Source: an optimization exercise on an open RTL-to-GDS flow (aim: small area, a short achievable clock period and few clock cycles). Production flows keep margins and buffers that such runs may drop. In this exercise RTL edits were held to simulation tests only and were not proved equivalent to the original.

<file path="design/flow/flow/run.sh">
#!/bin/bash
# Layout: the standard flow (standard.sh: standard synthesis, floorplan,
# placement, CTS, routing), with two changes:
#  - the port buffers are buf_1 cells (repair_timing upsizes the critical ones) rather than the delay cells buffer_ports
#    picks by default (every input and output port still gets a buffer);
#  - repair_timing aims for SETUP_SLACK_MARGIN ns more setup slack than the
#    clock needs, so it shortens the port-to-port paths that set the period.
# The clock, its period and the I/O constraints are the standard flow's, unchanged.
set -euo pipefail
MARGIN=${MARGIN:-11}
bash standard.sh "SETUP_SLACK_MARGIN=$MARGIN" \
  "BUFFER_PORTS_ARGS=-buffer_cell sky130_fd_sc_hd__buf_1" REMOVE_ABC_BUFFERS=1 finish > standard_flow.log 2>&1
</file>
<file path="design/flow/standard.sh">
#!/bin/bash
# synth_recipe.tcl (not shown) runs the flow's synth.tcl, then flattens the netlist and writes it again
# the make line also repeats each setting of config.mk as NAME=value (left out here)
make -C /OpenROAD-flow-scripts/flow DESIGN_CONFIG=/design/flow/config.mk WORK_HOME=/design/flow/orfs CLKGATE_MAP_FILE= SYNTH_SCRIPT=/design/flow/synth_recipe.tcl "${@:-finish}"
</file>
<file path="design/flow/config.mk">
export PLATFORM = sky130hd
export DESIGN_NAME = TotalALU
export DESIGN_NICKNAME = TotalALU
export VERILOG_FILES = /design/flow/design.v
export SDC_FILE = /design/flow/constraint.sdc
export NUM_CORES = 4
export LEC_CHECK = 0
export CAP_MARGIN = 20
export CORE_MARGIN = 2
export CORE_UTILIZATION = 60
export SLEW_MARGIN = 20
export SYNTH_HIERARCHICAL = 1
export SYNTH_MINIMUM_KEEP_SIZE = 0
</file>
<file path="design/flow/constraint.sdc">
create_clock -name core_clock -period 24.0 [get_ports {clk}]
set_input_delay 4.8000 -clock core_clock [delete_from_list [all_inputs] [get_ports {clk}]]
set_output_delay 4.8000 -clock core_clock [all_outputs]
set_load 0.01 [all_outputs]
</file>
<file path="design/flow/design.v">
`timescale 1ns/1ns
module FullAdder( input a, input b, input cin, output S, output cout );
assign S = a ^ b ^ cin;
assign cout = ( a & b ) | ( a & cin ) | ( b & cin );
endmodule
module HalfAdder( input a, input b, output S, output cout );
assign S = a ^ b;
assign cout = a & b;
endmodule
`timescale 1ns/1ns
module TotalALU( clk, dataA, dataB, Signal, control, Output, Busy, reset );
input reset ;
input clk ;
input [2:0] control ;
input [31:0] dataA ;
input [31:0] dataB ;
input [5:0] Signal ;
output [31:0] Output ;
output Busy ;
wire sub = Signal[1];
wire [31:0] bx = dataB ^ {32{sub}};
wire [31:0] sum;
wire cout;
wire [31:0] a_g = dataA & bx;
wire [31:0] a_p = dataA ^ bx;
wire a_g0c = a_g[0] | (a_p[0] & sub);
wire a_G1 = a_g[1] | (a_p[1] & a_g0c);
wire a_G2 = a_g[2] | (a_p[2] & a_g[1]);
wire a_P2 = a_p[2] & a_p[1];
wire a_G3 = a_g[3] | (a_p[3] & a_g[2]);
wire a_P3 = a_p[3] & a_p[2];
wire a_G4 = a_g[4] | (a_p[4] & a_g[3]);
wire a_P4 = a_p[4] & a_p[3];
wire a_G5 = a_g[5] | (a_p[5] & a_g[4]);
wire a_P5 = a_p[5] & a_p[4];
wire a_G6 = a_g[6] | (a_p[6] & a_g[5]);
wire a_P6 = a_p[6] & a_p[5];
wire a_G7 = a_g[7] | (a_p[7] & a_g[6]);
wire a_P7 = a_p[7] & a_p[6];
wire a_G8 = a_g[8] | (a_p[8] & a_g[7]);
wire a_P8 = a_p[8] & a_p[7];
wire a_G9 = a_g[9] | (a_p[9] & a_g[8]);
wire a_P9 = a_p[9] & a_p[8];
wire a_G10 = a_g[10] | (a_p[10] & a_g[9]);
wire a_P10 = a_p[10] & a_p[9];
wire a_G11 = a_g[11] | (a_p[11] & a_g[10]);
wire a_P11 = a_p[11] & a_p[10];
wire a_G12 = a_g[12] | (a_p[12] & a_g[11]);
wire a_P12 = a_p[12] & a_p[11];
wire a_G13 = a_g[13] | (a_p[13] & a_g[12]);
wire a_P13 = a_p[13] & a_p[12];
wire a_G14 = a_g[14] | (a_p[14] & a_g[13]);
wire a_P14 = a_p[14] & a_p[13];
wire a_G15 = a_g[15] | (a_p[15] & a_g[14]);
wire a_P15 = a_p[15] & a_p[14];
wire a_G16 = a_g[16] | (a_p[16] & a_g[15]);
wire a_P16 = a_p[16] & a_p[15];
wire a_G17 = a_g[17] | (a_p[17] & a_g[16]);
wire a_P17 = a_p[17] & a_p[16];
wire a_G18 = a_g[18] | (a_p[18] & a_g[17]);
wire a_P18 = a_p[18] & a_p[17];
wire a_G19 = a_g[19] | (a_p[19] & a_g[18]);
wire a_P19 = a_p[19] & a_p[18];
wire a_G20 = a_g[20] | (a_p[20] & a_g[19]);
wire a_P20 = a_p[20] & a_p[19];
wire a_G21 = a_g[21] | (a_p[21] & a_g[20]);
wire a_P21 = a_p[21] & a_p[20];
wire a_G22 = a_g[22] | (a_p[22] & a_g[21]);
wire a_P22 = a_p[22] & a_p[21];
wire a_G23 = a_g[23] | (a_p[23] & a_g[22]);
wire a_P23 = a_p[23] & a_p[22];
wire a_G24 = a_g[24] | (a_p[24] & a_g[23]);
wire a_P24 = a_p[24] & a_p[23];
wire a_G25 = a_g[25] | (a_p[25] & a_g[24]);
wire a_P25 = a_p[25] & a_p[24];
wire a_G26 = a_g[26] | (a_p[26] & a_g[25]);
wire a_P26 = a_p[26] & a_p[25];
wire a_G27 = a_g[27] | (a_p[27] & a_g[26]);
wire a_P27 = a_p[27] & a_p[26];
wire a_G28 = a_g[28] | (a_p[28] & a_g[27]);
wire a_P28 = a_p[28] & a_p[27];
wire a_G29 = a_g[29] | (a_p[29] & a_g[28]);
wire a_P29 = a_p[29] & a_p[28];
wire a_G30 = a_g[30] | (a_p[30] & a_g[29]);
wire a_P30 = a_p[30] & a_p[29];
wire a_G31 = a_g[31] | (a_p[31] & a_g[30]);
wire a_P31 = a_p[31] & a_p[30];
wire a_G32 = a_G2 | (a_P2 & a_g0c);
wire a_G33 = a_G3 | (a_P3 & a_G1);
wire a_G34 = a_G4 | (a_P4 & a_G2);
wire a_P34 = a_P4 & a_P2;
wire a_G35 = a_G5 | (a_P5 & a_G3);
wire a_P35 = a_P5 & a_P3;
wire a_G36 = a_G6 | (a_P6 & a_G4);
wire a_P36 = a_P6 & a_P4;
wire a_G37 = a_G7 | (a_P7 & a_G5);
wire a_P37 = a_P7 & a_P5;
wire a_G38 = a_G8 | (a_P8 & a_G6);
wire a_P38 = a_P8 & a_P6;
wire a_G39 = a_G9 | (a_P9 & a_G7);
wire a_P39 = a_P9 & a_P7;
wire a_G40 = a_G10 | (a_P10 & a_G8);
wire a_P40 = a_P10 & a_P8;
wire a_G41 = a_G11 | (a_P11 & a_G9);
wire a_P41 = a_P11 & a_P9;
wire a_G42 = a_G12 | (a_P12 & a_G10);
wire a_P42 = a_P12 & a_P10;
wire a_G43 = a_G13 | (a_P13 & a_G11);
wire a_P43 = a_P13 & a_P11;
wire a_G44 = a_G14 | (a_P14 & a_G12);
wire a_P44 = a_P14 & a_P12;
wire a_G45 = a_G15 | (a_P15 & a_G13);
wire a_P45 = a_P15 & a_P13;
wire a_G46 = a_G16 | (a_P16 & a_G14);
wire a_P46 = a_P16 & a_P14;
wire a_G47 = a_G17 | (a_P17 & a_G15);
wire a_P47 = a_P17 & a_P15;
wire a_G48 = a_G18 | (a_P18 & a_G16);
wire a_P48 = a_P18 & a_P16;
wire a_G49 = a_G19 | (a_P19 & a_G17);
wire a_P49 = a_P19 & a_P17;
wire a_G50 = a_G20 | (a_P20 & a_G18);
wire a_P50 = a_P20 & a_P18;
wire a_G51 = a_G21 | (a_P21 & a_G19);
wire a_P51 = a_P21 & a_P19;
wire a_G52 = a_G22 | (a_P22 & a_G20);
wire a_P52 = a_P22 & a_P20;
wire a_G53 = a_G23 | (a_P23 & a_G21);
wire a_P53 = a_P23 & a_P21;
wire a_G54 = a_G24 | (a_P24 & a_G22);
wire a_P54 = a_P24 & a_P22;
wire a_G55 = a_G25 | (a_P25 & a_G23);
wire a_P55 = a_P25 & a_P23;
wire a_G56 = a_G26 | (a_P26 & a_G24);
wire a_P56 = a_P26 & a_P24;
wire a_G57 = a_G27 | (a_P27 & a_G25);
wire a_P57 = a_P27 & a_P25;
wire a_G58 = a_G28 | (a_P28 & a_G26);
wire a_P58 = a_P28 & a_P26;
wire a_G59 = a_G29 | (a_P29 & a_G27);
wire a_P59 = a_P29 & a_P27;
wire a_G60 = a_G30 | (a_P30 & a_G28);
wire a_P60 = a_P30 & a_P28;
wire a_G61 = a_G31 | (a_P31 & a_G29);
wire a_P61 = a_P31 & a_P29;
wire a_G62 = a_G34 | (a_P34 & a_g0c);
wire a_G63 = a_G35 | (a_P35 & a_G1);
wire a_G64 = a_G36 | (a_P36 & a_G32);
wire a_G65 = a_G37 | (a_P37 & a_G33);
wire a_G66 = a_G38 | (a_P38 & a_G34);
wire a_P66 = a_P38 & a_P34;
wire a_G67 = a_G39 | (a_P39 & a_G35);
wire a_P67 = a_P39 & a_P35;
wire a_G68 = a_G40 | (a_P40 & a_G36);
wire a_P68 = a_P40 & a_P36;
wire a_G69 = a_G41 | (a_P41 & a_G37);
wire a_P69 = a_P41 & a_P37;
wire a_G70 = a_G42 | (a_P42 & a_G38);
wire a_P70 = a_P42 & a_P38;
wire a_G71 = a_G43 | (a_P43 & a_G39);
wire a_P71 = a_P43 & a_P39;
wire a_G72 = a_G44 | (a_P44 & a_G40);
wire a_P72 = a_P44 & a_P40;
wire a_G73 = a_G45 | (a_P45 & a_G41);
wire a_P73 = a_P45 & a_P41;
wire a_G74 = a_G46 | (a_P46 & a_G42);
wire a_P74 = a_P46 & a_P42;
wire a_G75 = a_G47 | (a_P47 & a_G43);
wire a_P75 = a_P47 & a_P43;
wire a_G76 = a_G48 | (a_P48 & a_G44);
wire a_P76 = a_P48 & a_P44;
wire a_G77 = a_G49 | (a_P49 & a_G45);
wire a_P77 = a_P49 & a_P45;
wire a_G78 = a_G50 | (a_P50 & a_G46);
wire a_P78 = a_P50 & a_P46;
wire a_G79 = a_G51 | (a_P51 & a_G47);
wire a_P79 = a_P51 & a_P47;
wire a_G80 = a_G52 | (a_P52 & a_G48);
wire a_P80 = a_P52 & a_P48;
wire a_G81 = a_G53 | (a_P53 & a_G49);
wire a_P81 = a_P53 & a_P49;
wire a_G82 = a_G54 | (a_P54 & a_G50);
wire a_P82 = a_P54 & a_P50;
wire a_G83 = a_G55 | (a_P55 & a_G51);
wire a_P83 = a_P55 & a_P51;
wire a_G84 = a_G56 | (a_P56 & a_G52);
wire a_P84 = a_P56 & a_P52;
wire a_G85 = a_G57 | (a_P57 & a_G53);
wire a_P85 = a_P57 & a_P53;
wire a_G86 = a_G58 | (a_P58 & a_G54);
wire a_P86 = a_P58 & a_P54;
wire a_G87 = a_G59 | (a_P59 & a_G55);
wire a_P87 = a_P59 & a_P55;
wire a_G88 = a_G60 | (a_P60 & a_G56);
wire a_P88 = a_P60 & a_P56;
wire a_G89 = a_G61 | (a_P61 & a_G57);
wire a_P89 = a_P61 & a_P57;
wire a_G90 = a_G66 | (a_P66 & a_g0c);
wire a_G91 = a_G67 | (a_P67 & a_G1);
wire a_G92 = a_G68 | (a_P68 & a_G32);
wire a_G93 = a_G69 | (a_P69 & a_G33);
wire a_G94 = a_G70 | (a_P70 & a_G62);
wire a_G95 = a_G71 | (a_P71 & a_G63);
wire a_G96 = a_G72 | (a_P72 & a_G64);
wire a_G97 = a_G73 | (a_P73 & a_G65);
wire a_G98 = a_G74 | (a_P74 & a_G66);
wire a_P98 = a_P74 & a_P66;
wire a_G99 = a_G75 | (a_P75 & a_G67);
wire a_P99 = a_P75 & a_P67;
wire a_G100 = a_G76 | (a_P76 & a_G68);
wire a_P100 = a_P76 & a_P68;
wire a_G101 = a_G77 | (a_P77 & a_G69);
wire a_P101 = a_P77 & a_P69;
wire a_G102 = a_G78 | (a_P78 & a_G70);
wire a_P102 = a_P78 & a_P70;
wire a_G103 = a_G79 | (a_P79 & a_G71);
wire a_P103 = a_P79 & a_P71;
wire a_G104 = a_G80 | (a_P80 & a_G72);
wire a_P104 = a_P80 & a_P72;
wire a_G105 = a_G81 | (a_P81 & a_G73);
wire a_P105 = a_P81 & a_P73;
wire a_G106 = a_G82 | (a_P82 & a_G74);
wire a_P106 = a_P82 & a_P74;
wire a_G107 = a_G83 | (a_P83 & a_G75);
wire a_P107 = a_P83 & a_P75;
wire a_G108 = a_G84 | (a_P84 & a_G76);
wire a_P108 = a_P84 & a_P76;
wire a_G109 = a_G85 | (a_P85 & a_G77);
wire a_P109 = a_P85 & a_P77;
wire a_G110 = a_G86 | (a_P86 & a_G78);
wire a_P110 = a_P86 & a_P78;
wire a_G111 = a_G87 | (a_P87 & a_G79);
wire a_P111 = a_P87 & a_P79;
wire a_G112 = a_G88 | (a_P88 & a_G80);
wire a_P112 = a_P88 & a_P80;
wire a_G113 = a_G89 | (a_P89 & a_G81);
wire a_P113 = a_P89 & a_P81;
wire a_G114 = a_G98 | (a_P98 & a_g0c);
wire a_G115 = a_G99 | (a_P99 & a_G1);
wire a_G116 = a_G100 | (a_P100 & a_G32);
wire a_G117 = a_G101 | (a_P101 & a_G33);
wire a_G118 = a_G102 | (a_P102 & a_G62);
wire a_G119 = a_G103 | (a_P103 & a_G63);
wire a_G120 = a_G104 | (a_P104 & a_G64);
wire a_G121 = a_G105 | (a_P105 & a_G65);
wire a_G122 = a_G106 | (a_P106 & a_G90);
wire a_G123 = a_G107 | (a_P107 & a_G91);
wire a_G124 = a_G108 | (a_P108 & a_G92);
wire a_G125 = a_G109 | (a_P109 & a_G93);
wire a_G126 = a_G110 | (a_P110 & a_G94);
wire a_G127 = a_G111 | (a_P111 & a_G95);
wire a_G128 = a_G112 | (a_P112 & a_G96);
wire a_G129 = a_G113 | (a_P113 & a_G97);
wire [31:0] a_c = {a_G128, a_G127, a_G126, a_G125, a_G124, a_G123, a_G122, a_G121, a_G120, a_G119, a_G118, a_G117, a_G116, a_G115, a_G114, a_G97, a_G96, a_G95, a_G94, a_G93, a_G92, a_G91, a_G90, a_G65, a_G64, a_G63, a_G62, a_G33, a_G32, a_G1, a_g0c, sub};
assign sum = a_p ^ a_c;
assign cout = a_G129;
wire lt = ~cout;
wire [31:0] shl = dataA << dataB[4:0];
reg [64:0] P;
reg [31:0] A;
reg [1:0]  cnt;
assign Busy = cnt != 2'd0;
wire accept = ( Signal == 6'd25 ) & ~Busy;
wire [31:0] mc = accept ? dataA : A;
wire [8:0] mb = Busy ? { P[8] & ( cnt != 2'd1 ), P[7:0] } : { dataB[8:1], 1'b0 };
wire [32:0] acc = Busy ? P[64:32] : { 1'b0, mc & {32{dataB[0]}} };
wire neg0 = mb[2];
wire one0 = mb[1] ^ mb[0];
wire two0 = ( mb[2] & ~mb[1] & ~mb[0] ) | ( ~mb[2] & mb[1] & mb[0] );
wire [32:0] x0 = ( ( {1'b0, mc} & {33{one0}} ) | ( {mc, 1'b0} & {33{two0}} ) ) ^ {33{neg0}};
wire neg1 = mb[4];
wire one1 = mb[3] ^ mb[2];
wire two1 = ( mb[4] & ~mb[3] & ~mb[2] ) | ( ~mb[4] & mb[3] & mb[2] );
wire [32:0] x1 = ( ( {1'b0, mc} & {33{one1}} ) | ( {mc, 1'b0} & {33{two1}} ) ) ^ {33{neg1}};
wire neg2 = mb[6];
wire one2 = mb[5] ^ mb[4];
wire two2 = ( mb[6] & ~mb[5] & ~mb[4] ) | ( ~mb[6] & mb[5] & mb[4] );
wire [32:0] x2 = ( ( {1'b0, mc} & {33{one2}} ) | ( {mc, 1'b0} & {33{two2}} ) ) ^ {33{neg2}};
wire neg3 = mb[8];
wire one3 = mb[7] ^ mb[6];
wire two3 = ( mb[8] & ~mb[7] & ~mb[6] ) | ( ~mb[8] & mb[7] & mb[6] );
wire [32:0] x3 = ( ( {1'b0, mc} & {33{one3}} ) | ( {mc, 1'b0} & {33{two3}} ) ) ^ {33{neg3}};
wire [23:0] rest = Busy ? P[31:8] : dataB[31:8];
wire s1;
wire c2;
wire s3;
wire c4;
wire s5;
wire c6;
wire s7;
wire c8;
wire s9;
wire c10;
wire s11;
wire c12;
wire s13;
wire c14;
wire s15;
wire c16;
wire s17;
wire c18;
wire s19;
wire c20;
wire s21;
wire c22;
wire s23;
wire c24;
wire s25;
wire c26;
wire s27;
wire c28;
wire s29;
wire c30;
wire s31;
wire c32;
wire s33;
wire c34;
wire s35;
wire c36;
wire s37;
wire c38;
wire s39;
wire c40;
wire s41;
wire c42;
wire s43;
wire c44;
wire s45;
wire c46;
wire s47;
wire c48;
wire s49;
wire c50;
wire s51;
wire c52;
wire s53;
wire c54;
wire s55;
wire c56;
wire s57;
wire c58;
wire s59;
wire c60;
wire s61;
wire c62;
wire s63;
wire c64;
wire s65;
wire c66;
wire s67;
wire c68;
wire s69;
wire c70;
wire s71;
wire c72;
wire s73;
wire c74;
wire s75;
wire c76;
wire s77;
wire c78;
wire s79;
wire c80;
wire s81;
wire c82;
wire s83;
wire c84;
wire s85;
wire c86;
wire s87;
wire c88;
wire s89;
wire c90;
wire s91;
wire c92;
wire s93;
wire c94;
wire s95;
wire c96;
wire s97;
wire c98;
wire s99;
wire c100;
wire s101;
wire c102;
wire s103;
wire c104;
wire s105;
wire c106;
wire s107;
wire c108;
wire s109;
wire c110;
wire s111;
wire c112;
wire s113;
wire c114;
wire s115;
wire c116;
wire s117;
wire c118;
wire s119;
wire c120;
wire s121;
wire c122;
wire s123;
wire c124;
wire s125;
wire c126;
wire s127;
wire c128;
wire s129;
wire c130;
wire s131;
wire c132;
wire s133;
wire c134;
wire s135;
wire c136;
wire s137;
wire c138;
wire s139;
wire c140;
wire s141;
wire c142;
wire s143;
wire c144;
wire s145;
wire c146;
wire s147;
wire c148;
wire s149;
wire c150;
wire s151;
wire c152;
wire s153;
wire c154;
wire s155;
wire c156;
wire s157;
wire c158;
wire s159;
wire c160;
wire s161;
wire c162;
wire s163;
wire c164;
wire s165;
wire c166;
wire s167;
wire c168;
wire s169;
wire c170;
wire s171;
wire c172;
wire s173;
wire c174;
wire s175;
wire c176;
wire s177;
wire c178;
wire s179;
wire c180;
wire s181;
wire c182;
wire s183;
wire c184;
wire s185;
wire c186;
wire s187;
wire c188;
wire s189;
wire c190;
wire s191;
wire c192;
wire s193;
wire c194;
wire s195;
wire c196;
wire s197;
wire c198;
wire s199;
wire c200;
wire s201;
wire c202;
wire s203;
wire c204;
wire s205;
wire c206;
wire s207;
wire c208;
wire s209;
wire c210;
wire s211;
wire c212;
wire s213;
wire c214;
wire s215;
wire c216;
wire s217;
wire c218;
wire s219;
wire c220;
wire s221;
wire c222;
wire s223;
wire c224;
wire s225;
wire c226;
wire s227;
wire c228;
wire s229;
wire c230;
wire s231;
wire c232;
wire s233;
wire c234;
wire s235;
wire c236;
wire s237;
wire c238;
wire s239;
wire c240;
wire s241;
wire c242;
wire s243;
wire c244;
wire s245;
wire c246;
wire s247;
wire c248;
wire s249;
wire c250;
wire s251;
wire c252;
wire s253;
wire c254;
wire s255;
wire c256;
wire s257;
wire c258;
wire s259;
wire c260;
wire s261;
wire c262;
wire s263;
wire c264;
wire s265;
wire c266;
wire s267;
wire c268;
wire s269;
wire c270;
wire s271;
wire c272;
HalfAdder u_s1 ( .a(acc[5]), .b(x0[4]), .S(s1), .cout(c2) );
HalfAdder u_s3 ( .a(acc[6]), .b(x0[5]), .S(s3), .cout(c4) );
FullAdder u_s5 ( .a(acc[7]), .b(x0[6]), .cin(x1[4]), .S(s5), .cout(c6) );
HalfAdder u_s7 ( .a(x2[2]), .b(x3[0]), .S(s7), .cout(c8) );
FullAdder u_s9 ( .a(acc[8]), .b(x0[7]), .cin(x1[5]), .S(s9), .cout(c10) );
HalfAdder u_s11 ( .a(x2[3]), .b(x3[1]), .S(s11), .cout(c12) );
FullAdder u_s13 ( .a(acc[9]), .b(x0[8]), .cin(x1[6]), .S(s13), .cout(c14) );
HalfAdder u_s15 ( .a(x2[4]), .b(x3[2]), .S(s15), .cout(c16) );
FullAdder u_s17 ( .a(acc[10]), .b(x0[9]), .cin(x1[7]), .S(s17), .cout(c18) );
HalfAdder u_s19 ( .a(x2[5]), .b(x3[3]), .S(s19), .cout(c20) );
FullAdder u_s21 ( .a(acc[11]), .b(x0[10]), .cin(x1[8]), .S(s21), .cout(c22) );
HalfAdder u_s23 ( .a(x2[6]), .b(x3[4]), .S(s23), .cout(c24) );
FullAdder u_s25 ( .a(acc[12]), .b(x0[11]), .cin(x1[9]), .S(s25), .cout(c26) );
HalfAdder u_s27 ( .a(x2[7]), .b(x3[5]), .S(s27), .cout(c28) );
FullAdder u_s29 ( .a(acc[13]), .b(x0[12]), .cin(x1[10]), .S(s29), .cout(c30) );
HalfAdder u_s31 ( .a(x2[8]), .b(x3[6]), .S(s31), .cout(c32) );
FullAdder u_s33 ( .a(acc[14]), .b(x0[13]), .cin(x1[11]), .S(s33), .cout(c34) );
HalfAdder u_s35 ( .a(x2[9]), .b(x3[7]), .S(s35), .cout(c36) );
FullAdder u_s37 ( .a(acc[15]), .b(x0[14]), .cin(x1[12]), .S(s37), .cout(c38) );
HalfAdder u_s39 ( .a(x2[10]), .b(x3[8]), .S(s39), .cout(c40) );
FullAdder u_s41 ( .a(acc[16]), .b(x0[15]), .cin(x1[13]), .S(s41), .cout(c42) );
HalfAdder u_s43 ( .a(x2[11]), .b(x3[9]), .S(s43), .cout(c44) );
FullAdder u_s45 ( .a(acc[17]), .b(x0[16]), .cin(x1[14]), .S(s45), .cout(c46) );
HalfAdder u_s47 ( .a(x2[12]), .b(x3[10]), .S(s47), .cout(c48) );
FullAdder u_s49 ( .a(acc[18]), .b(x0[17]), .cin(x1[15]), .S(s49), .cout(c50) );
HalfAdder u_s51 ( .a(x2[13]), .b(x3[11]), .S(s51), .cout(c52) );
FullAdder u_s53 ( .a(acc[19]), .b(x0[18]), .cin(x1[16]), .S(s53), .cout(c54) );
HalfAdder u_s55 ( .a(x2[14]), .b(x3[12]), .S(s55), .cout(c56) );
FullAdder u_s57 ( .a(acc[20]), .b(x0[19]), .cin(x1[17]), .S(s57), .cout(c58) );
HalfAdder u_s59 ( .a(x2[15]), .b(x3[13]), .S(s59), .cout(c60) );
FullAdder u_s61 ( .a(acc[21]), .b(x0[20]), .cin(x1[18]), .S(s61), .cout(c62) );
HalfAdder u_s63 ( .a(x2[16]), .b(x3[14]), .S(s63), .cout(c64) );
FullAdder u_s65 ( .a(acc[22]), .b(x0[21]), .cin(x1[19]), .S(s65), .cout(c66) );
HalfAdder u_s67 ( .a(x2[17]), .b(x3[15]), .S(s67), .cout(c68) );
FullAdder u_s69 ( .a(acc[23]), .b(x0[22]), .cin(x1[20]), .S(s69), .cout(c70) );
HalfAdder u_s71 ( .a(x2[18]), .b(x3[16]), .S(s71), .cout(c72) );
FullAdder u_s73 ( .a(acc[24]), .b(x0[23]), .cin(x1[21]), .S(s73), .cout(c74) );
HalfAdder u_s75 ( .a(x2[19]), .b(x3[17]), .S(s75), .cout(c76) );
FullAdder u_s77 ( .a(acc[25]), .b(x0[24]), .cin(x1[22]), .S(s77), .cout(c78) );
HalfAdder u_s79 ( .a(x2[20]), .b(x3[18]), .S(s79), .cout(c80) );
FullAdder u_s81 ( .a(acc[26]), .b(x0[25]), .cin(x1[23]), .S(s81), .cout(c82) );
HalfAdder u_s83 ( .a(x2[21]), .b(x3[19]), .S(s83), .cout(c84) );
FullAdder u_s85 ( .a(acc[27]), .b(x0[26]), .cin(x1[24]), .S(s85), .cout(c86) );
HalfAdder u_s87 ( .a(x2[22]), .b(x3[20]), .S(s87), .cout(c88) );
FullAdder u_s89 ( .a(acc[28]), .b(x0[27]), .cin(x1[25]), .S(s89), .cout(c90) );
HalfAdder u_s91 ( .a(x2[23]), .b(x3[21]), .S(s91), .cout(c92) );
FullAdder u_s93 ( .a(acc[29]), .b(x0[28]), .cin(x1[26]), .S(s93), .cout(c94) );
HalfAdder u_s95 ( .a(x2[24]), .b(x3[22]), .S(s95), .cout(c96) );
FullAdder u_s97 ( .a(acc[30]), .b(x0[29]), .cin(x1[27]), .S(s97), .cout(c98) );
HalfAdder u_s99 ( .a(x2[25]), .b(x3[23]), .S(s99), .cout(c100) );
FullAdder u_s101 ( .a(acc[31]), .b(x0[30]), .cin(x1[28]), .S(s101), .cout(c102) );
HalfAdder u_s103 ( .a(x2[26]), .b(x3[24]), .S(s103), .cout(c104) );
FullAdder u_s105 ( .a(~acc[32]), .b(x0[31]), .cin(x1[29]), .S(s105), .cout(c106) );
HalfAdder u_s107 ( .a(x2[27]), .b(~x3[25]), .S(s107), .cout(c108) );
FullAdder u_s109 ( .a(x0[32]), .b(x1[30]), .cin(x2[28]), .S(s109), .cout(c110) );
HalfAdder u_s111 ( .a(x3[26]), .b(~x3[25]), .S(s111), .cout(c112) );
FullAdder u_s113 ( .a(~neg0), .b(x1[31]), .cin(x2[29]), .S(s113), .cout(c114) );
HalfAdder u_s115 ( .a(x3[27]), .b(x3[25]), .S(s115), .cout(c116) );
HalfAdder u_s117 ( .a(x1[32]), .b(x2[30]), .S(s117), .cout(c118) );
HalfAdder u_s119 ( .a(~neg1), .b(x2[31]), .S(s119), .cout(c120) );
HalfAdder u_s121 ( .a(acc[3]), .b(x0[2]), .S(s121), .cout(c122) );
HalfAdder u_s123 ( .a(acc[4]), .b(x0[3]), .S(s123), .cout(c124) );
FullAdder u_s125 ( .a(x1[2]), .b(x2[0]), .cin(neg2), .S(s125), .cout(c126) );
FullAdder u_s127 ( .a(x1[3]), .b(x2[1]), .cin(c2), .S(s127), .cout(c128) );
FullAdder u_s129 ( .a(neg3), .b(c4), .cin(s5), .S(s129), .cout(c130) );
FullAdder u_s131 ( .a(c6), .b(c8), .cin(s9), .S(s131), .cout(c132) );
FullAdder u_s133 ( .a(c10), .b(c12), .cin(s13), .S(s133), .cout(c134) );
FullAdder u_s135 ( .a(c14), .b(c16), .cin(s17), .S(s135), .cout(c136) );
FullAdder u_s137 ( .a(c18), .b(c20), .cin(s21), .S(s137), .cout(c138) );
FullAdder u_s139 ( .a(c22), .b(c24), .cin(s25), .S(s139), .cout(c140) );
FullAdder u_s141 ( .a(c26), .b(c28), .cin(s29), .S(s141), .cout(c142) );
FullAdder u_s143 ( .a(c30), .b(c32), .cin(s33), .S(s143), .cout(c144) );
FullAdder u_s145 ( .a(c34), .b(c36), .cin(s37), .S(s145), .cout(c146) );
FullAdder u_s147 ( .a(c38), .b(c40), .cin(s41), .S(s147), .cout(c148) );
FullAdder u_s149 ( .a(c42), .b(c44), .cin(s45), .S(s149), .cout(c150) );
FullAdder u_s151 ( .a(c46), .b(c48), .cin(s49), .S(s151), .cout(c152) );
FullAdder u_s153 ( .a(c50), .b(c52), .cin(s53), .S(s153), .cout(c154) );
FullAdder u_s155 ( .a(c54), .b(c56), .cin(s57), .S(s155), .cout(c156) );
FullAdder u_s157 ( .a(c58), .b(c60), .cin(s61), .S(s157), .cout(c158) );
FullAdder u_s159 ( .a(c62), .b(c64), .cin(s65), .S(s159), .cout(c160) );
FullAdder u_s161 ( .a(c66), .b(c68), .cin(s69), .S(s161), .cout(c162) );
FullAdder u_s163 ( .a(c70), .b(c72), .cin(s73), .S(s163), .cout(c164) );
FullAdder u_s165 ( .a(c74), .b(c76), .cin(s77), .S(s165), .cout(c166) );
FullAdder u_s167 ( .a(c78), .b(c80), .cin(s81), .S(s167), .cout(c168) );
FullAdder u_s169 ( .a(c82), .b(c84), .cin(s85), .S(s169), .cout(c170) );
FullAdder u_s171 ( .a(c86), .b(c88), .cin(s89), .S(s171), .cout(c172) );
FullAdder u_s173 ( .a(c90), .b(c92), .cin(s93), .S(s173), .cout(c174) );
FullAdder u_s175 ( .a(c94), .b(c96), .cin(s97), .S(s175), .cout(c176) );
FullAdder u_s177 ( .a(c98), .b(c100), .cin(s101), .S(s177), .cout(c178) );
FullAdder u_s179 ( .a(c102), .b(c104), .cin(s105), .S(s179), .cout(c180) );
FullAdder u_s181 ( .a(c106), .b(c108), .cin(s109), .S(s181), .cout(c182) );
FullAdder u_s183 ( .a(c110), .b(c112), .cin(s113), .S(s183), .cout(c184) );
FullAdder u_s185 ( .a(~x3[28]), .b(c114), .cin(c116), .S(s185), .cout(c186) );
FullAdder u_s187 ( .a(x3[29]), .b(x3[28]), .cin(c118), .S(s187), .cout(c188) );
HalfAdder u_s189 ( .a(x2[32]), .b(~x3[30]), .S(s189), .cout(c190) );
HalfAdder u_s191 ( .a(~neg2), .b(x3[31]), .S(s191), .cout(c192) );
HalfAdder u_s193 ( .a(acc[1]), .b(x0[0]), .S(s193), .cout(c194) );
HalfAdder u_s195 ( .a(acc[2]), .b(x0[1]), .S(s195), .cout(c196) );
FullAdder u_s197 ( .a(x1[0]), .b(neg1), .cin(s121), .S(s197), .cout(c198) );
FullAdder u_s199 ( .a(x1[1]), .b(c122), .cin(s123), .S(s199), .cout(c200) );
FullAdder u_s201 ( .a(s1), .b(c124), .cin(s125), .S(s201), .cout(c202) );
FullAdder u_s203 ( .a(s3), .b(c126), .cin(s127), .S(s203), .cout(c204) );
FullAdder u_s205 ( .a(s7), .b(c128), .cin(s129), .S(s205), .cout(c206) );
FullAdder u_s207 ( .a(s11), .b(c130), .cin(s131), .S(s207), .cout(c208) );
FullAdder u_s209 ( .a(s15), .b(c132), .cin(s133), .S(s209), .cout(c210) );
FullAdder u_s211 ( .a(s19), .b(c134), .cin(s135), .S(s211), .cout(c212) );
FullAdder u_s213 ( .a(s23), .b(c136), .cin(s137), .S(s213), .cout(c214) );
FullAdder u_s215 ( .a(s27), .b(c138), .cin(s139), .S(s215), .cout(c216) );
FullAdder u_s217 ( .a(s31), .b(c140), .cin(s141), .S(s217), .cout(c218) );
FullAdder u_s219 ( .a(s35), .b(c142), .cin(s143), .S(s219), .cout(c220) );
FullAdder u_s221 ( .a(s39), .b(c144), .cin(s145), .S(s221), .cout(c222) );
FullAdder u_s223 ( .a(s43), .b(c146), .cin(s147), .S(s223), .cout(c224) );
FullAdder u_s225 ( .a(s47), .b(c148), .cin(s149), .S(s225), .cout(c226) );
FullAdder u_s227 ( .a(s51), .b(c150), .cin(s151), .S(s227), .cout(c228) );
FullAdder u_s229 ( .a(s55), .b(c152), .cin(s153), .S(s229), .cout(c230) );
FullAdder u_s231 ( .a(s59), .b(c154), .cin(s155), .S(s231), .cout(c232) );
FullAdder u_s233 ( .a(s63), .b(c156), .cin(s157), .S(s233), .cout(c234) );
FullAdder u_s235 ( .a(s67), .b(c158), .cin(s159), .S(s235), .cout(c236) );
FullAdder u_s237 ( .a(s71), .b(c160), .cin(s161), .S(s237), .cout(c238) );
FullAdder u_s239 ( .a(s75), .b(c162), .cin(s163), .S(s239), .cout(c240) );
FullAdder u_s241 ( .a(s79), .b(c164), .cin(s165), .S(s241), .cout(c242) );
FullAdder u_s243 ( .a(s83), .b(c166), .cin(s167), .S(s243), .cout(c244) );
FullAdder u_s245 ( .a(s87), .b(c168), .cin(s169), .S(s245), .cout(c246) );
FullAdder u_s247 ( .a(s91), .b(c170), .cin(s171), .S(s247), .cout(c248) );
FullAdder u_s249 ( .a(s95), .b(c172), .cin(s173), .S(s249), .cout(c250) );
FullAdder u_s251 ( .a(s99), .b(c174), .cin(s175), .S(s251), .cout(c252) );
FullAdder u_s253 ( .a(s103), .b(c176), .cin(s177), .S(s253), .cout(c254) );
FullAdder u_s255 ( .a(s107), .b(c178), .cin(s179), .S(s255), .cout(c256) );
FullAdder u_s257 ( .a(s111), .b(c180), .cin(s181), .S(s257), .cout(c258) );
FullAdder u_s259 ( .a(s115), .b(c182), .cin(s183), .S(s259), .cout(c260) );
FullAdder u_s261 ( .a(s117), .b(c184), .cin(s185), .S(s261), .cout(c262) );
FullAdder u_s263 ( .a(s119), .b(c186), .cin(s187), .S(s263), .cout(c264) );
FullAdder u_s265 ( .a(c120), .b(c188), .cin(s189), .S(s265), .cout(c266) );
FullAdder u_s267 ( .a(x3[30]), .b(c190), .cin(s191), .S(s267), .cout(c268) );
HalfAdder u_s269 ( .a(~x3[32]), .b(c192), .S(s269), .cout(c270) );
HalfAdder u_s271 ( .a(~neg3), .b(x3[32]), .S(s271), .cout(c272) );
wire [40:0] ra = {c270, c268, c266, c264, c262, c260, c258, c256, c254, c252, c250, c248, c246, c244, c242, c240, c238, c236, c234, c232, c230, c228, c226, c224, c222, c220, c218, c216, c214, c212, c210, c208, c206, c204, c202, c200, c198, c196, c194, neg0, acc[0]};
wire [40:0] rb = {s271, s269, s267, s265, s263, s261, s259, s257, s255, s253, s251, s249, s247, s245, s243, s241, s239, s237, s235, s233, s231, s229, s227, s225, s223, s221, s219, s217, s215, s213, s211, s209, s207, s205, s203, s201, s199, s197, s195, s193, 1'b0};
wire [40:0] t;
wire [40:0] m_g = ra & rb;
wire [40:0] m_p = ra ^ rb;
wire m_G1 = m_g[1] | (m_p[1] & m_g[0]);
wire m_G2 = m_g[3] | (m_p[3] & m_g[2]);
wire m_P2 = m_p[3] & m_p[2];
wire m_G3 = m_g[5] | (m_p[5] & m_g[4]);
wire m_P3 = m_p[5] & m_p[4];
wire m_G4 = m_g[7] | (m_p[7] & m_g[6]);
wire m_P4 = m_p[7] & m_p[6];
wire m_G5 = m_g[9] | (m_p[9] & m_g[8]);
wire m_P5 = m_p[9] & m_p[8];
wire m_G6 = m_g[11] | (m_p[11] & m_g[10]);
wire m_P6 = m_p[11] & m_p[10];
wire m_G7 = m_g[13] | (m_p[13] & m_g[12]);
wire m_P7 = m_p[13] & m_p[12];
wire m_G8 = m_g[15] | (m_p[15] & m_g[14]);
wire m_P8 = m_p[15] & m_p[14];
wire m_G9 = m_g[17] | (m_p[17] & m_g[16]);
wire m_P9 = m_p[17] & m_p[16];
wire m_G10 = m_g[19] | (m_p[19] & m_g[18]);
wire m_P10 = m_p[19] & m_p[18];
wire m_G11 = m_g[21] | (m_p[21] & m_g[20]);
wire m_P11 = m_p[21] & m_p[20];
wire m_G12 = m_g[23] | (m_p[23] & m_g[22]);
wire m_P12 = m_p[23] & m_p[22];
wire m_G13 = m_g[25] | (m_p[25] & m_g[24]);
wire m_P13 = m_p[25] & m_p[24];
wire m_G14 = m_g[27] | (m_p[27] & m_g[26]);
wire m_P14 = m_p[27] & m_p[26];
wire m_G15 = m_g[29] | (m_p[29] & m_g[28]);
wire m_P15 = m_p[29] & m_p[28];
wire m_G16 = m_g[31] | (m_p[31] & m_g[30]);
wire m_P16 = m_p[31] & m_p[30];
wire m_G17 = m_g[33] | (m_p[33] & m_g[32]);
wire m_P17 = m_p[33] & m_p[32];
wire m_G18 = m_g[35] | (m_p[35] & m_g[34]);
wire m_P18 = m_p[35] & m_p[34];
wire m_G19 = m_g[37] | (m_p[37] & m_g[36]);
wire m_P19 = m_p[37] & m_p[36];
wire m_G20 = m_g[39] | (m_p[39] & m_g[38]);
wire m_P20 = m_p[39] & m_p[38];
wire m_G21 = m_g[2] | (m_p[2] & m_G1);
wire m_G22 = m_G2 | (m_P2 & m_G1);
wire m_G23 = m_g[6] | (m_p[6] & m_G3);
wire m_P23 = m_p[6] & m_P3;
wire m_G24 = m_G4 | (m_P4 & m_G3);
wire m_P24 = m_P4 & m_P3;
wire m_G25 = m_g[10] | (m_p[10] & m_G5);
wire m_P25 = m_p[10] & m_P5;
wire m_G26 = m_G6 | (m_P6 & m_G5);
wire m_P26 = m_P6 & m_P5;
wire m_G27 = m_g[14] | (m_p[14] & m_G7);
wire m_P27 = m_p[14] & m_P7;
wire m_G28 = m_G8 | (m_P8 & m_G7);
wire m_P28 = m_P8 & m_P7;
wire m_G29 = m_g[18] | (m_p[18] & m_G9);
wire m_P29 = m_p[18] & m_P9;
wire m_G30 = m_G10 | (m_P10 & m_G9);
wire m_P30 = m_P10 & m_P9;
wire m_G31 = m_g[22] | (m_p[22] & m_G11);
wire m_P31 = m_p[22] & m_P11;
wire m_G32 = m_G12 | (m_P12 & m_G11);
wire m_P32 = m_P12 & m_P11;
wire m_G33 = m_g[26] | (m_p[26] & m_G13);
wire m_P33 = m_p[26] & m_P13;
wire m_G34 = m_G14 | (m_P14 & m_G13);
wire m_P34 = m_P14 & m_P13;
wire m_G35 = m_g[30] | (m_p[30] & m_G15);
wire m_P35 = m_p[30] & m_P15;
wire m_G36 = m_G16 | (m_P16 & m_G15);
wire m_P36 = m_P16 & m_P15;
wire m_G37 = m_g[34] | (m_p[34] & m_G17);
wire m_P37 = m_p[34] & m_P17;
wire m_G38 = m_G18 | (m_P18 & m_G17);
wire m_P38 = m_P18 & m_P17;
wire m_G39 = m_g[38] | (m_p[38] & m_G19);
wire m_P39 = m_p[38] & m_P19;
wire m_G40 = m_G20 | (m_P20 & m_G19);
wire m_P40 = m_P20 & m_P19;
wire m_G41 = m_g[4] | (m_p[4] & m_G22);
wire m_G42 = m_G3 | (m_P3 & m_G22);
wire m_G43 = m_G23 | (m_P23 & m_G22);
wire m_G44 = m_G24 | (m_P24 & m_G22);
wire m_G45 = m_g[12] | (m_p[12] & m_G26);
wire m_P45 = m_p[12] & m_P26;
wire m_G46 = m_G7 | (m_P7 & m_G26);
wire m_P46 = m_P7 & m_P26;
wire m_G47 = m_G27 | (m_P27 & m_G26);
wire m_P47 = m_P27 & m_P26;
wire m_G48 = m_G28 | (m_P28 & m_G26);
wire m_P48 = m_P28 & m_P26;
wire m_G49 = m_g[20] | (m_p[20] & m_G30);
wire m_P49 = m_p[20] & m_P30;
wire m_G50 = m_G11 | (m_P11 & m_G30);
wire m_P50 = m_P11 & m_P30;
wire m_G51 = m_G31 | (m_P31 & m_G30);
wire m_P51 = m_P31 & m_P30;
wire m_G52 = m_G32 | (m_P32 & m_G30);
wire m_P52 = m_P32 & m_P30;
wire m_G53 = m_g[28] | (m_p[28] & m_G34);
wire m_P53 = m_p[28] & m_P34;
wire m_G54 = m_G15 | (m_P15 & m_G34);
wire m_P54 = m_P15 & m_P34;
wire m_G55 = m_G35 | (m_P35 & m_G34);
wire m_P55 = m_P35 & m_P34;
wire m_G56 = m_G36 | (m_P36 & m_G34);
wire m_P56 = m_P36 & m_P34;
wire m_G57 = m_g[36] | (m_p[36] & m_G38);
wire m_P57 = m_p[36] & m_P38;
wire m_G58 = m_G19 | (m_P19 & m_G38);
wire m_P58 = m_P19 & m_P38;
wire m_G59 = m_G39 | (m_P39 & m_G38);
wire m_P59 = m_P39 & m_P38;
wire m_G60 = m_G40 | (m_P40 & m_G38);
wire m_P60 = m_P40 & m_P38;
wire m_G61 = m_g[8] | (m_p[8] & m_G44);
wire m_G62 = m_G5 | (m_P5 & m_G44);
wire m_G63 = m_G25 | (m_P25 & m_G44);
wire m_G64 = m_G26 | (m_P26 & m_G44);
wire m_G65 = m_G45 | (m_P45 & m_G44);
wire m_G66 = m_G46 | (m_P46 & m_G44);
wire m_G67 = m_G47 | (m_P47 & m_G44);
wire m_G68 = m_G48 | (m_P48 & m_G44);
wire m_G69 = m_g[24] | (m_p[24] & m_G52);
wire m_P69 = m_p[24] & m_P52;
wire m_G70 = m_G13 | (m_P13 & m_G52);
wire m_P70 = m_P13 & m_P52;
wire m_G71 = m_G33 | (m_P33 & m_G52);
wire m_P71 = m_P33 & m_P52;
wire m_G72 = m_G34 | (m_P34 & m_G52);
wire m_P72 = m_P34 & m_P52;
wire m_G73 = m_G53 | (m_P53 & m_G52);
wire m_P73 = m_P53 & m_P52;
wire m_G74 = m_G54 | (m_P54 & m_G52);
wire m_P74 = m_P54 & m_P52;
wire m_G75 = m_G55 | (m_P55 & m_G52);
wire m_P75 = m_P55 & m_P52;
wire m_G76 = m_G56 | (m_P56 & m_G52);
wire m_P76 = m_P56 & m_P52;
wire m_G77 = m_g[40] | (m_p[40] & m_G60);
wire m_P77 = m_p[40] & m_P60;
wire m_G78 = m_g[16] | (m_p[16] & m_G68);
wire m_G79 = m_G9 | (m_P9 & m_G68);
wire m_G80 = m_G29 | (m_P29 & m_G68);
wire m_G81 = m_G30 | (m_P30 & m_G68);
wire m_G82 = m_G49 | (m_P49 & m_G68);
wire m_G83 = m_G50 | (m_P50 & m_G68);
wire m_G84 = m_G51 | (m_P51 & m_G68);
wire m_G85 = m_G52 | (m_P52 & m_G68);
wire m_G86 = m_G69 | (m_P69 & m_G68);
wire m_G87 = m_G70 | (m_P70 & m_G68);
wire m_G88 = m_G71 | (m_P71 & m_G68);
wire m_G89 = m_G72 | (m_P72 & m_G68);
wire m_G90 = m_G73 | (m_P73 & m_G68);
wire m_G91 = m_G74 | (m_P74 & m_G68);
wire m_G92 = m_G75 | (m_P75 & m_G68);
wire m_G93 = m_G76 | (m_P76 & m_G68);
wire m_G94 = m_g[32] | (m_p[32] & m_G93);
wire m_G95 = m_G17 | (m_P17 & m_G93);
wire m_G96 = m_G37 | (m_P37 & m_G93);
wire m_G97 = m_G38 | (m_P38 & m_G93);
wire m_G98 = m_G57 | (m_P57 & m_G93);
wire m_G99 = m_G58 | (m_P58 & m_G93);
wire m_G100 = m_G59 | (m_P59 & m_G93);
wire m_G101 = m_G60 | (m_P60 & m_G93);
wire m_G102 = m_G77 | (m_P77 & m_G93);
wire [40:0] m_c = {m_G101, m_G100, m_G99, m_G98, m_G97, m_G96, m_G95, m_G94, m_G93, m_G92, m_G91, m_G90, m_G89, m_G88, m_G87, m_G86, m_G85, m_G84, m_G83, m_G82, m_G81, m_G80, m_G79, m_G78, m_G68, m_G67, m_G66, m_G65, m_G64, m_G63, m_G62, m_G61, m_G44, m_G43, m_G42, m_G41, m_G22, m_G21, m_G1, m_g[0], 1'b0};
assign t = m_p ^ m_c;
always @( posedge clk ) begin
  A <= mc;
  if ( reset ) begin
    P <= 65'd0;
    cnt <= 2'd0;
  end else if ( accept | Busy ) begin
    P <= { t, rest };
    cnt <= cnt - 2'd1;
  end
end
wire isAND = Signal == 6'd36;
wire isOR  = Signal == 6'd37;
wire isAS  = ( Signal == 6'd32 ) | ( Signal == 6'd34 );
wire isSLT = Signal == 6'd42;
wire isSLL = Signal == 6'd0;
wire isHI  = Signal == 6'd16;
wire isLO  = Signal == 6'd18;
assign Output = ( {32{isAND}} & ( dataA & dataB ) )
              | ( {32{isOR}}  & ( dataA | dataB ) )
              | ( {32{isAS}}  & sum )
              | { 31'd0, isSLT & lt }
              | ( {32{isSLL}} & shl )
              | ( {32{isHI}}  & P[63:32] )
              | ( {32{isLO}}  & P[31:0] );
endmodule
</file>
==> flow_summary.ini, run 1 <==
[outcome]
status = no timing/DRC/antenna violations

[detailed_routing]
via_count = 14620
drc = 0
drt-pass1-iter-count = 6
wl_per_cell_um = 24.51
final_antenna_net_count = 0
drt-total-wl_um = 52240
drt_iter0_drc = 1496
vias_per_cell = 6.863

[global_routing]
grt_pass1_vias = 14010
antenna_found_initial = 0
grt_first_pass_wirelength_um = 80890
grt_max_degree = 60
overflow = 0
grt_usage = 0.3966

[floorplanning]
io_pins = 108
placementRows = 58
coreArea_um2 = 24960
fp.dieH_um = 162.8
die_area_um2 = 26490
start_util = 0.6058
dieWidth_um = 162.8

[worst_setup_path]
crit_path_end_kind = output pin
path_max_fanout = 16
cpPeakStageDelay_ns = 0.48
slowest_stage = or4_1
worst_setup_path_start_kind = input port
r2r-end = P[64]$_SDFFE_PP0P_
worst-path-buf-inv = 4
path_delay_family = compound AO/OA/AOI/OAI gates
path_cells = clkbuf_16 -> buf_16 -> xor2_2 -> inv_1 -> fa_1 -> nor2b_1 -> o21ai_1 -> a21oi_2 -> o211ai_1 -> a21oi_2 -> o211ai_1 -> a221o_1 -> or4_1 -> nand3_1 -> buf_1
r2r_start = cnt[0]$_SDFFE_PP0P_
arrival_ns = 8.12
required_ns = 19.20
path_class = in -> out
rrSetupSlack_ns = 15.99
ff2ff_path_depth = 23

[yosys]
netlist_instances = 1765
synth_top_cell_area_share = 0.1350
synth.most_common_cell = xnor2_1
ys_types = 83
synth_top_cells_by_area = fa_1 14%, dfxtp_1 13%, ha_1 9.9%
synth_ff_type = dfxtp_1
synth-edff-count = 0
synth_seq_cells = 99
seq_area_frac_synth = 0.1311
async_reset_ff_frac = 0
yosys.area.top_type = fa_1
syn_area_per_cell_um2 = 8.568
yosysWarnings = 7
netlist_area_um2 = 15120
synthTopCellsByCount = 158 x xnor2_1, 133 x a21oi_1, 129 x o22ai_1, 120 x ha_1, 118 x nand2_1

[sta]
fmax_ghz = 0.07741
finalCriticalPeriod_ns = 12.92
whs_ns = 0.4746
slew_headroom = 0.2398
fin_setup_tns_ns = 0
setup_violations = 0
hold_violations = 0
slew_violations = 0
fin_crit_sh = 0.5382
skew_ns = 0.01177
rsz0062_at_grt = no
tightest_slew_ns = 1.109

[finish]
final_nets = 2093
antennaDiodeCount = 0
fin_util = 0.6501
seqCellArea_um2 = 1982
multiInputGateArea_um2 = 12500
area_growth_syn_to_layout_pct = 7.322
final_area_um2 = 16230
fill_cells = 2250
drive_above_1_share = 0.07218

[min_path]
holdPathStages = 2
hold_class = reg -> reg
hold_start = P[25]$_SDFFE_PP0P_
holdPathEnd = P[25]$_SDFFE_PP0P_

[clocking]
clk_latency_ns = 0.37
cts_buffers = 9
clk_pin_slew_worst_paths_ns = 0.08
tritoncts = done
clock-root-buffer = clkbuf_16
htree_levels = 3
clock_path_buffers = 2
cts_sinks = 99
ctsHoldBuffers = 0

[job]
cap_viol_max_count = 0

[placed_design]
gp_congestion = 0.9964
placed_cell_area_um2 = 15810
io_buffers = 104
hpwl_um = 38850
## per-module statistics from Yosys (local to each module, per instance)
| module | copies in the design | cells |
|---|---|---|
| FullAdder | 96 | 1 |
| HalfAdder | 40 | 1 |
| TotalALU | 1 | 1629 |
## per-stage QoR
stage	instances	worst slack (ns)
final	2131	11.08
after global routing	2131	10.97
after CTS	2127	10.92
after detailed placement	2111	10.36
after global placement	2111	10.42
after floorplan	1642	9.775
## routing by layer
layer,vias to the layer above,track usage,part of all wire
met5,-,0,0
met4,0,0.1589,0.045
met3,160,0.05297,0.085
met2,804,0.6333,0.46
met1,7100,0.5452,0.41
li1,6560,-,-
## area by class of cell
cell class | instances | share of cell area
Timing Repair Buffer | 143 | 0.04757
Clock inverter | 7 | 0.003855
Clock buffer | 9 | 0.01388
Sequential cell | 99 | 0.1221
Inverter | 73 | 0.01688
Multi-Input combinational cell | 1470 | 0.7703
Tap cell | 330 | 0.02544
## state kept, by name, indices dropped and copies added, names as in the netlist
register	count
A	32
cnt	2
P	65
## placed cells by master, fill, tap and decap left out, types with 12 or more instances in the layout
cell	count
xnor2_1	155
a21oi_1	129
o22ai_1	129
ha_1	119
nand2_1	117
nor2_1	103
mux2i_1	102
fa_1	102
dfxtp_1	99
buf_1	98
inv_1	70
o21ai_0	56
xor2_1	54
a211oi_1	44
buf_4	34
o2bb2ai_1	31
a21o_1	23
mux4_2	16
o32ai_1	16
nand3_1	15
nor2b_1	15
nand4_1	14
nor3_1	13
a221oi_1	12
maj3_1	12
## worst max-delay path by stage
stage,cells past startpoint,from,endpoint
floorplan,19,Signal[2],P[64]$_SDFFE_PP0P_
global placement,15,Signal[1],Output[30]
detailed placement,15,Signal[1],Output[30]
CTS,15,Signal[1],Output[30]
global route,15,dataB[1],Output[30]
finish,15,Signal[1],Output[30]
## worst reg2reg max path, stage by stage (launching register included)
cell and delay [ns]:
dfxtp_1 0.33, inv_1 0.09, ha_2 0.43, buf_4 0.58, mux2i_4 0.32, buf_4 0.60, nor3_1 0.15, nor2_2 0.87
buf_4 0.35, o22ai_1 0.12, xnor2_1 0.22, fa_1 0.49, fa_1 0.56, fa_1 0.43, ha_1 0.35, a21oi_1 0.14
o21ai_1 0.12, a211oi_1 0.44, o31ai_1 0.16, o221ai_2 0.32, o311ai_4 0.18, o31ai_4 0.27, nor2_1 0.10, a2111oi_2 0.32
## cells by family after synthesis
logic type / synth area share
mux: 0.1043
simple gates: 0.1011
flops: 0.1311
compound gates: 0.2471
buf+inv: 0.05080
fa+ha+maj: 0.2423
xor+xnor: 0.1234
## what timing repair did
| action | in CTS | in global routing |
|---|---|---|
| cloned | 0 | 2 |
| resized for setup | 6 | 10 |
| endpoints found under the setup margin | 11 | 5 |
| setup buffers | 0 | 2 |
| pin swaps | 0 | 3 |
Testbench counts, summed over its fixed seeds: cycles 4,330.
==> run 2, diff against run 1 <==
--- a/design/flow/flow/run.sh
+++ b/design/flow/flow/run.sh
@@ -7,6 +7,6 @@
 #    clock needs, so it shortens the port-to-port paths that set the period.
 # The clock, its period and the I/O constraints are the standard flow's, unchanged.
 set -euo pipefail
-MARGIN=${MARGIN:-11}
+MARGIN=${MARGIN:-11.5}
 bash standard.sh "SETUP_SLACK_MARGIN=$MARGIN" \
   "BUFFER_PORTS_ARGS=-buffer_cell sky130_fd_sc_hd__buf_1" REMOVE_ABC_BUFFERS=1 finish > standard_flow.log 2>&1
--- a/design/flow/config.mk
+++ b/design/flow/config.mk
@@ -7,7 +7,7 @@
 export LEC_CHECK = 0
 export CAP_MARGIN = 20
 export CORE_MARGIN = 2
-export CORE_UTILIZATION = 60
+export CORE_UTILIZATION = 40
 export SLEW_MARGIN = 20
 export SYNTH_HIERARCHICAL = 1
 export SYNTH_MINIMUM_KEEP_SIZE = 0
==> run 2 against run 1 <==
Still clean on timing, DRC and antenna. Final cell count increased by 9.7%. Fmax is 2.9% higher. Final area rose by 4.8%. Critical path type unchanged.
==> flow_summary.ini, run 2 <==
[floorplanning]
coreArea_um2 = 37490
die_area_um2 = 39380
io_pins = 108
dieWidth_um = 198.4
placementRows = 71
fp.dieH_um = 198.4
start_util = 0.4034

[global_routing]
overflow = 0
grt_usage = 0.2855
grt_first_pass_wirelength_um = 85830
grt_pass1_vias = 14250
antenna_found_initial = 0
grt_max_degree = 60

[worst_setup_path]
path_max_fanout = 11
worst_setup_path_start_kind = input port
path_class = in -> out
critPathLaunch = Signal[1]
cpPeakStageDelay_ns = 0.44
arrival_ns = 7.75
path_cells = clkbuf_16 -> buf_4 -> xor2_1 -> ha_1 -> nand4_1 -> nor2_1 -> o211ai_1 -> buf_4 -> a21oi_4 -> o211ai_1 -> a221o_1 -> or4_1 -> nand3_1 -> buf_2
crit_path_end_kind = output pin
slowest_stage = a221o_1
path_delay_family = simple AND/OR/NAND/NOR gates
r2r_start = cnt[0]$_SDFFE_PP0P_
worst-path-buf-inv = 4
required_ns = 19.20

[sta]
hold_violations = 0
slew_headroom = 0.2164
setup_violations = 0
fin_setup_tns_ns = 0
skew_ns = 0.02172
fin_crit_sh = 0.5230
postLayoutSetupSlackWorst_ns = 11.45
slew_violations = 0
finalCriticalPeriod_ns = 12.55
fmax_ghz = 0.07967
tightest_slew_ns = 1.143
rsz0062_at_grt = yes
whs_ns = 0.4708

[detailed_routing]
drt-pass1-iter-count = 7
drt-total-wl_um = 57200
drc = 0
wl_per_cell_um = 24.48
drt_iter0_drc = 1442
final_antenna_net_count = 0
vias_per_cell = 6.315
via_count = 14760

[yosys]
seq_area_frac_synth = 0.1311
synth.most_common_cell = xnor2_1
yosys.area.top_type = fa_1
synth-edff-count = 0
async_reset_ff_frac = 0
yosysWarnings = 7
synthTopCellsByCount = 158 x xnor2_1, 133 x a21oi_1, 129 x o22ai_1, 120 x ha_1, 118 x nand2_1
synth_top_cells_by_area = fa_1 14%, dfxtp_1 13%, ha_1 9.9%
synth_top_cell_area_share = 0.1350
netlist_area_um2 = 15120
ys_types = 83
synth_seq_cells = 99
syn_area_per_cell_um2 = 8.568
netlist_instances = 1765
synth_ff_type = dfxtp_1

[finish]
antennaDiodeCount = 0
multiInputGateArea_um2 = 12640
final_area_um2 = 17020
regMostFlops = P
largest_reg_flops = 65
final_cell_mix = 155 x xnor2_1, 129 x o22ai_1, 127 x a21oi_1
area_growth_syn_to_layout_pct = 12.52
fill_cells = 3737
drive_above_1_share = 0.1030
final_nets = 2118
final_common_cell = xnor2_1
seqCellArea_um2 = 1982
top_regs = P (65), A (32), cnt (2)

[clocking]
cts_sinks = 99
tritoncts = done
cts_buffers = 9
clock-root-buffer = clkbuf_16
clock_path_buffers = 2
clk_pin_slew_worst_paths_ns = 0.08
htree_levels = 3
clk_latency_ns = 0.38

[placed_design]
hpwl_um = 41270
io_buffers = 104
placed_cell_area_um2 = 16000
post-place-ws_ns = 10.31
gp_congestion = 0.9328

[min_path]
hold_class = reg -> reg
hold_start = P[27]$_SDFFE_PP0P_

[outcome]
status = no timing/DRC/antenna violations

[job]
cap_viol_max_count = 0
==> run 2: cell families after synthesis <==
group / after synthesis / synth area share
adders and majority gates: 234 / 0.2423
DFF: 99 / 0.1311
and+or+nand+nor: 331 / 0.1011
xor gates and xnor gates: 213 / 0.1234
muxes: 134 / 0.1043
buffers and inverters: 196 / 0.05080
AOI/OAI and AO/OA: 558 / 0.2471
==> run 2: area by class of cell <==
| type | count | area share |
|---|---|---|
| tap | 511 | 0.03758 |
| clock buffer | 9 | 0.01324 |
| inverter | 73 | 0.01610 |
| sequential | 99 | 0.1165 |
| clock inverter | 7 | 0.004191 |
| multi-input combinational | 1470 | 0.7430 |
| timing repair buffer | 168 | 0.06942 |
==> run 2: metrics by stage <==
stage	util	std cells
6_report	0.4539	2337
5_1_grt	0.4539	2337
4_1_cts	0.4478	2327
3_5_place_dp	0.4269	2288
3_3_place_gp	0.4269	2288
2_1_floorplan	-	1642
==> run 2: worst paths after layout <==
kind | endpoint | cells past startpoint | slack, ns
hold / removal | P[27]$_SDFFE_PP0P_ | 2 | 0.47
setup reg to reg | P[64]$_SDFFE_PP0P_ | 23 | 16.19
hold reg to reg | P[27]$_SDFFE_PP0P_ | 2 | 0.47
setup / recovery | Output[30] | 14 | 11.45
==> run 2: worst reg2reg max path, stage by stage, from the launching register on <==
cell and delay (ns):
dfxtp_1 0.32, inv_1 0.08, ha_2 0.53, mux2i_4 0.31
buf_4 0.59, inv_1 0.28, and3_1 0.22, nor2_2 0.61
buf_4 0.41, o22ai_1 0.14, xnor2_1 0.24, fa_1 0.49
fa_1 0.52, fa_1 0.44, ha_1 0.36, a21oi_1 0.29
o211ai_1 0.18, a21oi_2 0.35, a21boi_2 0.15, o221ai_2 0.33
o311ai_4 0.17, o31ai_4 0.27, nor2_1 0.10, a2111oi_2 0.34
==> run 2: timing repair <==
item                       4_1_cts  5_1_grt
hold buffers                     0        0
pin swaps                       12       13
resized for setup               42       28
setup endpoints to repair       24       18
gates cloned                     5        3
setup buffers                   18        7
==> run 2: Yosys stat by module (local to each module, per instance) <==
module,flip-flops and latches,cells inside
HalfAdder,0,1
FullAdder,0,1
TotalALU,99,1629
==> run 2: per-layer routing <==
| metal | track usage | up-vias | share of wire |
|---|---|---|---|
| met5 | 0 | - | 0 |
| met4 | 0.1025 | 0 | 0.042 |
| met3 | 0.03611 | 139 | 0.074 |
| met2 | 0.4729 | 769 | 0.46 |
| met1 | 0.3822 | 7245 | 0.42 |
| li1 | - | 6605 | - |
==> run 3, diff against run 2 <==
--- a/design/flow/flow/run.sh
+++ b/design/flow/flow/run.sh
@@ -7,6 +7,6 @@
 #    clock needs, so it shortens the port-to-port paths that set the period.
 # The clock, its period and the I/O constraints are the standard flow's, unchanged.
 set -euo pipefail
-MARGIN=${MARGIN:-11.5}
+MARGIN=${MARGIN:-11}
 bash standard.sh "SETUP_SLACK_MARGIN=$MARGIN" \
   "BUFFER_PORTS_ARGS=-buffer_cell sky130_fd_sc_hd__buf_1" REMOVE_ABC_BUFFERS=1 finish > standard_flow.log 2>&1
==> run 3 against run 2 <==
Sequential share of layout area rose by 0.40 points. Clock-buffer cell count did not move. Routed wire length fell by 3.6%. Critical path depth rose by 1. First-iteration DRC count fell by 11%. Still clean. Die area did not move.
==> flow_summary.ini, run 3 <==
[sta]
fin_crit_sh = 0.5377
fin_setup_tns_ns = 0
slew_violations = 0
tightest_slew_ns = 1.158
slew_headroom = 0.2056
hold_violations = 0
rsz0062_at_grt = yes
setup_violations = 0
skew_ns = 0.02338
fmax_ghz = 0.07749
finalCriticalPeriod_ns = 12.90

[clocking]
cts_sinks = 99
clock_path_buffers = 2
htree_levels = 3
clock-root-buffer = clkbuf_16
cts_buffers = 9
tritoncts = done
clk_latency_ns = 0.38
clk_pin_slew_worst_paths_ns = 0.08

[floorplanning]
io_pins = 108
fp.dieH_um = 198.4
placementRows = 71
die_area_um2 = 39380
dieWidth_um = 198.4
coreArea_um2 = 37490
start_util = 0.4034

[worst_setup_path]
r2r_start = cnt[0]$_SDFFE_PP0P_
rrSetupSlack_ns = 16.18
cpPeakStageDelay_ns = 0.48
r2r-end = P[64]$_SDFFE_PP0P_
path_cells = clkbuf_2 -> buf_8 -> mux2i_4 -> fa_1 -> nor2b_1 -> o21ai_1 -> a21oi_2 -> o211ai_1 -> buf_4 -> a21oi_2 -> o211ai_1 -> a221o_1 -> or4_1 -> nand3_1 -> buf_1
arrival_ns = 8.10
ff2ff_path_depth = 23
required_ns = 19.20
crit_path_end_kind = output pin
worst_setup_path_start_kind = input port
path_class = in -> out
slowest_stage = or4_1
critPathLaunch = dataB[0]
path_max_fanout = 42
endpoint = Output[30]

[global_routing]
grt_usage = 0.2794
grt_busiest_layer = met2
antenna_found_initial = 0
use_met3 = 0.03476
grt_first_pass_wirelength_um = 84220
grt_max_degree = 60
grt.met1_usage = 0.3804
overflow = 0
grt_pass1_vias = 14010
use_met2 = 0.4620

[yosys]
synth-simple-area-share = 0.1011
synth_top_cell_area_share = 0.1350
yosys.area_share.adder = 0.2423
synth_top_family_by_area = compound AO/OA/AOI/OAI gates
synth-edff-count = 0
synthXorXnorAreaFrac = 0.1234
synth_seq_cells = 99
seq_area_frac_synth = 0.1311
yosys.area.top_type = fa_1
synthMuxAreaShare = 0.1043
async_reset_ff_frac = 0
ys_types = 83
synth_top_cells_by_area = fa_1 14%, dfxtp_1 13%, ha_1 9.9%
synth_ff_type = dfxtp_1
yosysWarnings = 7
netlist_area_um2 = 15120
synth.most_common_cell = xnor2_1
synthTopCellsByCount = 158 x xnor2_1, 133 x a21oi_1, 129 x o22ai_1, 120 x ha_1, 118 x nand2_1
netlist_instances = 1765
synth_compound_area_frac = 0.2471
syn_area_per_cell_um2 = 8.568

[placed_design]
hpwl_um = 41270
io_buffers = 104
place_inst = 2288
gp_congestion = 0.9328

[detailed_routing]
drt-total-wl_um = 55150
via_count = 14400
final_antenna_net_count = 0
drt_iter0_drc = 1289
vias_per_cell = 6.237
drc = 0
wl_per_cell_um = 23.89
drt-pass1-iter-count = 8

[finish]
multiInputGateArea_um2 = 12500
regMostFlops = P
final_nets = 2089
fin_cells = 2308
antennaDiodeCount = 0
final_common_cell = xnor2_1
final_cell_mix = 155 x xnor2_1, 129 x a21oi_1, 129 x o22ai_1
seqCellArea_um2 = 1982
largest_reg_flops = 65
top_regs = P (65), A (32), cnt (2)
area_growth_syn_to_layout_pct = 8.771
fill_cells = 3791
drive_above_1_share = 0.07067

[min_path]
hold_class = reg -> reg

[outcome]
status = no timing/DRC/antenna violations

[job]
cap_viol_max_count = 0
run 3: worst min path at each step:
stage                            start                  to  slack (ns)  depth (start not counted)
floorplan           P[34]$_SDFFE_PP0P_  P[34]$_SDFFE_PP0P_        0.44                          2
global placement    P[27]$_SDFFE_PP0P_  P[27]$_SDFFE_PP0P_        0.46                          2
CTS                 P[27]$_SDFFE_PP0P_  P[27]$_SDFFE_PP0P_        0.47                          2
finish              P[27]$_SDFFE_PP0P_  P[27]$_SDFFE_PP0P_        0.48                          2
global route        P[27]$_SDFFE_PP0P_  P[27]$_SDFFE_PP0P_        0.48                          2
detailed placement  P[27]$_SDFFE_PP0P_  P[27]$_SDFFE_PP0P_        0.46                          2
run 3: cell type report:
| cell class | instances | area share |
|---|---|---|
| multi-input cells | 1470 | 0.7602 |
| repair buffers | 139 | 0.04572 |
| well taps | 511 | 0.03887 |
| clock inverters | 7 | 0.004336 |
| flip-flops and latches | 99 | 0.1205 |
| clock buffers | 9 | 0.01369 |
| inverters | 73 | 0.01666 |
run 3: what timing repair did:
item                       4_1_cts  5_1_grt
hold buffers                     0        0
cloned                           2        0
setup endpoints to repair       13        4
pin swaps                        3        2
setup buffers                    1        1
resized for setup               11        4
run 3: critical path, delay by kind of cell:
| kind | cells | cell delay [ns] |
|---|---|---|
| fa+ha+maj | 1 | 0.44 |
| buf+inv | 4 | 0.77 |
| simple gates | 3 | 0.74 |
| compound gates | 6 | 1.19 |
| mux | 1 | 0.15 |
run 3: layer usage:
layer  routed length (um)  vias to the layer above
met4                 1732                        0
li1                     -                     6539
met5                    0                        -
met2                25560                      661
met1                23840                     7093
met3                 4021                      102
run 3: logic make-up after synthesis:
kind of cell / count (synthesis)
xor gates and xnor gates: 213
adders and majority gates: 234
AOI/OAI and AO/OA: 558
buffers and inverters: 196
muxes: 134
and+or+nand+nor: 331
DFF: 99
run 3: per-stage QoR:
stage / instance area (um2) / setup WS, ns / utilization / hold WS [ns]
4_1_cts: 16410 / 11.01 / 0.4377 / 0.4717
3_5_place_dp: 16000 / 10.31 / 0.4269 / 0.4607
2_1_floorplan: 14630 / 9.775 / - / 0.4384
5_1_grt: 16450 / 10.87 / 0.4388 / 0.4838
3_3_place_gp: 16000 / 10.36 / 0.4269 / 0.4619
6_report: 16450 / 11.10 / 0.4388 / 0.4755
run 3: Yosys stat by module (local to each module, per instance):
module / flops+latches / cell area (um2)
TotalALU: 99 / 12700
FullAdder: 0 / 20.02
HalfAdder: 0 / 12.51

[what the ideal ports hide]
The flow's constraints put no driver on any port. The routed layouts listed below were extracted and timed again, unchanged, in two steps. Step 1 (the two cells are an assumption about what drives the block):
set clk [get_ports {clk}]
set_driving_cell -lib_cell sky130_fd_sc_hd__clkbuf_16 $clk
set_driving_cell -lib_cell sky130_fd_sc_hd__buf_2 [delete_from_list [all_inputs] $clk]
Step 2 also shifts input and output timing later by t, the mid clock arrival at the registers, as if the neighbouring blocks saw the same clock. Slacks: ideal ports / drivers / drivers and shift; pairs: ideal ports / drivers.
run | shift t [ns] | slack for setup (ns) | worst setup path at the end | cell pins on the clock port's net
run 1 | 0.411 | 11.083 / 10.882 / 10.882 | input to output | 1
run 2 | 0.412 | 11.448 / 11.246 / 11.246 | input to output | 1
run 3 | 0.412 | 11.095 / 10.903 / 10.903 | input to output | 1
After both steps every run listed still meets setup and hold. For run 2, which loses most, drivers alone change the setup slack by -0.202 ns; drivers and shift together by -0.202 ns.
